What follows belongs to an exercise in optimizing a design on an open flow for small area, a short achievable clock period and few clock cycles; a production flow would make more cautious choices. At most, simulation tests tie the RTL to the original design; equivalence was not proved.

// layer_1
module layer_1
    (
        input         clk,
        input         RSTn,
        input         i_EN_w,
        input         i_EN_c,
        output        o_busy,
        input  [31:0] i_data,
        input         i_stb_in,
        output        o_ack_in,
        output [63:0] o_data,
        output        o_stb_out,
        input         i_ack_out
    );
Settings: LEC_CHECK=0, CAP_MARGIN=20, CORE_MARGIN=2, CORE_UTILIZATION=50, CTS_BUF_LIST=sky130_fd_sc_hd__clkbuf_16, CTS_CLUSTER_DIAMETER=100, CTS_CLUSTER_SIZE=24, SLEW_MARGIN=20, SYNTH_HIERARCHICAL=1, SYNTH_MINIMUM_KEEP_SIZE=0; clock period 12.0 ns.
standard.sh (not shown) runs the stock make flow with config.mk's settings and CLKGATE_MAP_FILE= SYNTH_SCRIPT=/design/flow/synth_recipe.tcl, a recipe that flattens the netlist after the stock synthesis.
==> flow/flow/run.sh <==
#!/bin/bash
# Standard synthesis; every combinational cell resized to its smallest drive
# strength; then the standard layout, with repair_timing aiming at a setup slack
# margin so that the critical paths are sized for the period the design can reach.
set -uo pipefail
bash standard.sh synth > synth.log 2>&1 || exit 1
DS_ODB=orfs/results/sky130hd/layer_1/base/1_synth.odb openroad -no_init -exit flow/downsize.tcl > downsize.log 2>&1 || exit 1
bash standard.sh finish SETUP_SLACK_MARGIN=8.25 > layout.log 2>&1 || exit 1
==> flow/flow/downsize.tcl <==
# Resize every combinational cell of the synthesized netlist to the smallest
# drive strength of its family; timing repair later upsizes where needed.
# Flip-flops, clock cells and physical cells are left alone.
set db [ord::get_db]
read_db $::env(DS_ODB)
set block [[$db getChip] getBlock]
set fam [dict create]
foreach lib [$db getLibs] {
  foreach m [$lib getMasters] {
    set n [$m getName]
    if {![regexp {^(sky130_fd_sc_hd__[a-z0-9]+)_([0-9]+)$} $n -> base sz]} { continue }
    if {[string match "*lpflow*" $n] || [string match "*probe*" $n]} { continue }
    dict lappend fam $base $m
  }
}
set skip {df edf sdf dl clk tap fill decap conb sdl lpflow probe diode ebuf einv bufbuf}
set nsw 0
set saved 0
foreach inst [$block getInsts] {
  set m [$inst getMaster]
  set n [$m getName]
  if {![regexp {^(sky130_fd_sc_hd__([a-z0-9]+))_([0-9]+)$} $n -> base short sz]} { continue }
  set ok 1
  foreach s $skip { if {[string match "${s}*" $short]} { set ok 0 } }
  if {!$ok} { continue }
  if {![dict exists $fam $base]} { continue }
  set best $m
  set barea [expr {[$m getWidth] * [$m getHeight]}]
  foreach c [dict get $fam $base] {
    set a [expr {[$c getWidth] * [$c getHeight]}]
    if {$a < $barea} { set best $c; set barea $a }
  }
  if {$best ne $m} {
    set old [expr {[$m getWidth] * [$m getHeight]}]
    if {[$inst swapMaster $best]} {
      incr nsw
      set saved [expr {$saved + ($old - $barea) / 1e6}]
    }
  }
}
puts "downsize: swapped $nsw cells, saved [format %.1f $saved] um2"
write_db $::env(DS_ODB)
The first run produced a clean layout.
Then changed:
--- a/flow/design.v
+++ b/flow/design.v
@@ -5341,38 +5341,40 @@
     wire pair    = smp &  r_par;           
     wire take    = r_stb & i_ack_out;
     wire [2:0] nout_next = r_nout + pair - take;
     wire par_next = r_par ^ smp;
     wire full_next = ((r_nout == 3'd4) & ~(take & ~pair)) | ((r_nout == 3'd3) & pair & ~take);
     function lch;
         input [2:0] k;
         lch = (k == 3'd1) | (k > 3'd4);
     endfunction
     reg  r_do;                             
     reg  r_lsel;                           
+    reg  r_lselc;                          
     reg  r_we_b, r_we_w0, r_we_w2, r_we_g, r_we_gf;    
     wire do_ld   = r_do;
     wire lv_next = ld_word | (r_lv & ~do_ld);
     wire [2:0] lidx_next = ld_word ? r_lcnt : r_lidx;
     wire do_ld_next = lv_next & (~r_ph == lch(lidx_next));
     always @(posedge clk or negedge RSTn)
         if (!RSTn) begin
             r_ack  <= 1'b0;
             r_busy <= 1'b0;
             r_lcnt <= 3'd0;
             r_par  <= 1'b0;
             r_nout <= 3'd0;
             r_lv   <= 1'b0;
             r_lidx <= 3'd0;
             r_do   <= 1'b0;
             r_lsel <= 1'b0;
+            r_lselc <= 1'b0;
             r_we_b <= 1'b0; r_we_w0 <= 1'b0; r_we_w2 <= 1'b0; r_we_g <= 1'b0; r_we_gf <= 1'b0;
         end else begin
             r_do    <= do_ld_next;
             r_we_b  <= do_ld_next & (lidx_next < 3'd2);
             r_we_w0 <= do_ld_next & ((lidx_next == 3'd2) | (lidx_next == 3'd5));
             r_we_w2 <= do_ld_next & ((lidx_next == 3'd4) | (lidx_next == 3'd7));
             r_we_g  <= do_ld_next & (lidx_next >= 3'd2);
             r_we_gf <= (lidx_next == 3'd2) | (lidx_next == 3'd5);
             r_nout <= nout_next;
             r_par  <= par_next;
             r_lv   <= lv_next;
@@ -5380,22 +5382,26 @@
             r_ack  <= (~par_next | ~full_next) & (~lv_next | do_ld_next);
             if (i_EN_w)
                 r_busy <= 1'b1;
             if (ld_word)
                 r_lcnt <= r_lcnt + 3'd1;
             if (do_ld && r_lidx == 3'd7)
                 r_busy <= 1'b0;
             if (ld_word)
                 r_lsel <= 1'b1;
             else if (do_ld && r_lidx == 3'd7)
                 r_lsel <= 1'b0;
+            if (do_ld && r_lidx == 3'd2)
+                r_lselc <= 1'b1;
+            else if (do_ld && r_lidx == 3'd7)
+                r_lselc <= 1'b0;
         end
     assign o_ack_in = r_ack;
     assign o_busy   = r_busy;
     reg [31:0] r_h;
     always @(posedge clk)
         if (ld_word | smp_a)
             r_h <= i_data;
     reg        r_loaded;      
     always @(posedge clk or negedge RSTn)
         if (!RSTn)
             r_loaded <= 1'b0;
@@ -5429,23 +5435,23 @@
             r_p1 <= 32'd0;
             r_pend <= 1'b0;
         end else begin
             r_pend <= pair;
             if (r_pend) begin
                 r_p0 <= r_h;
                 r_p1 <= r_x3;
             end
         end
     wire [31:0] opA = r_p0 - r_h;                       
     wire [32:0] bc_in = r_lsel ? r_gp_a : {1'b0, r_p1};
-    wire [32:0] cc_in = r_lsel ? r_gm_a : {1'b0, r_p1};
+    wire [32:0] cc_in = r_lselc ? r_gm_a : {1'b0, r_p1};
     wire [32:0] opB = bc_in + {1'b0, r_h};              
     wire [32:0] opC = {1'b0, r_h} - cc_in;              
     wire [31:0] opD = r_p1 - r_x3;                      
     wire [50:0] eA = benc({1'b0, opA}, 32);
     wire [50:0] eB = benc(opB, 33);
     wire [50:0] eC = benc(opC, 33);
     wire [50:0] eD = benc({1'b0, opD}, 32);
     reg [15:0] r_oneA, r_twoA, r_negA, r_oneD, r_twoD, r_negD;
     reg [16:0] r_oneB, r_twoB, r_negB, r_oneC, r_twoC, r_negC;
     always @(posedge clk)
         if (r_pend) begin
Result: Cell count is about the same. Fmax is lower slightly. Synthesized area is lower slightly. Clock-buffer cell count went up by 1. Setup slack gets worse by 0.050 ns. Non-clock buffer count is higher by 40.
Testbench counts after the change, summed over its fixed seeds: cycles 6,072.
No functional check of the RTL was part of the first run of this note.

static timing again, ports no longer ideal:
Ports are ideal in the flow. The routed layouts listed here were re-timed in OpenROAD. Step 1, drivers: a clkbuf_16 drives clk and a buf_2 each remaining input, both assumed. Step 2 also shifts input and output timing later by t, the mid clock arrival at the registers, as if the neighbouring blocks saw the same clock. a / b / c = no drivers / after step 1 / after step 2; a / b = the first two.
| run | t (ns) | setup WS [ns] | worst hold slack (ns) | slew at the worst register clock pin (ns) |
|---|---|---|---|---|
| the first run | 0.821 | 8.200 / 8.115 / 7.573 | 0.315 / 0.315 / 0.315 | 0.11 / 0.11 |
| the second run | 0.854 | 8.151 / 8.060 / 7.453 | 0.316 / 0.316 / 0.316 | 0.10 / 0.10 |
After both steps every run listed still meets setup and hold. The setup slack of the second run, which loses most, moves by -0.091 ns with the drivers and by -0.698 ns with both steps.
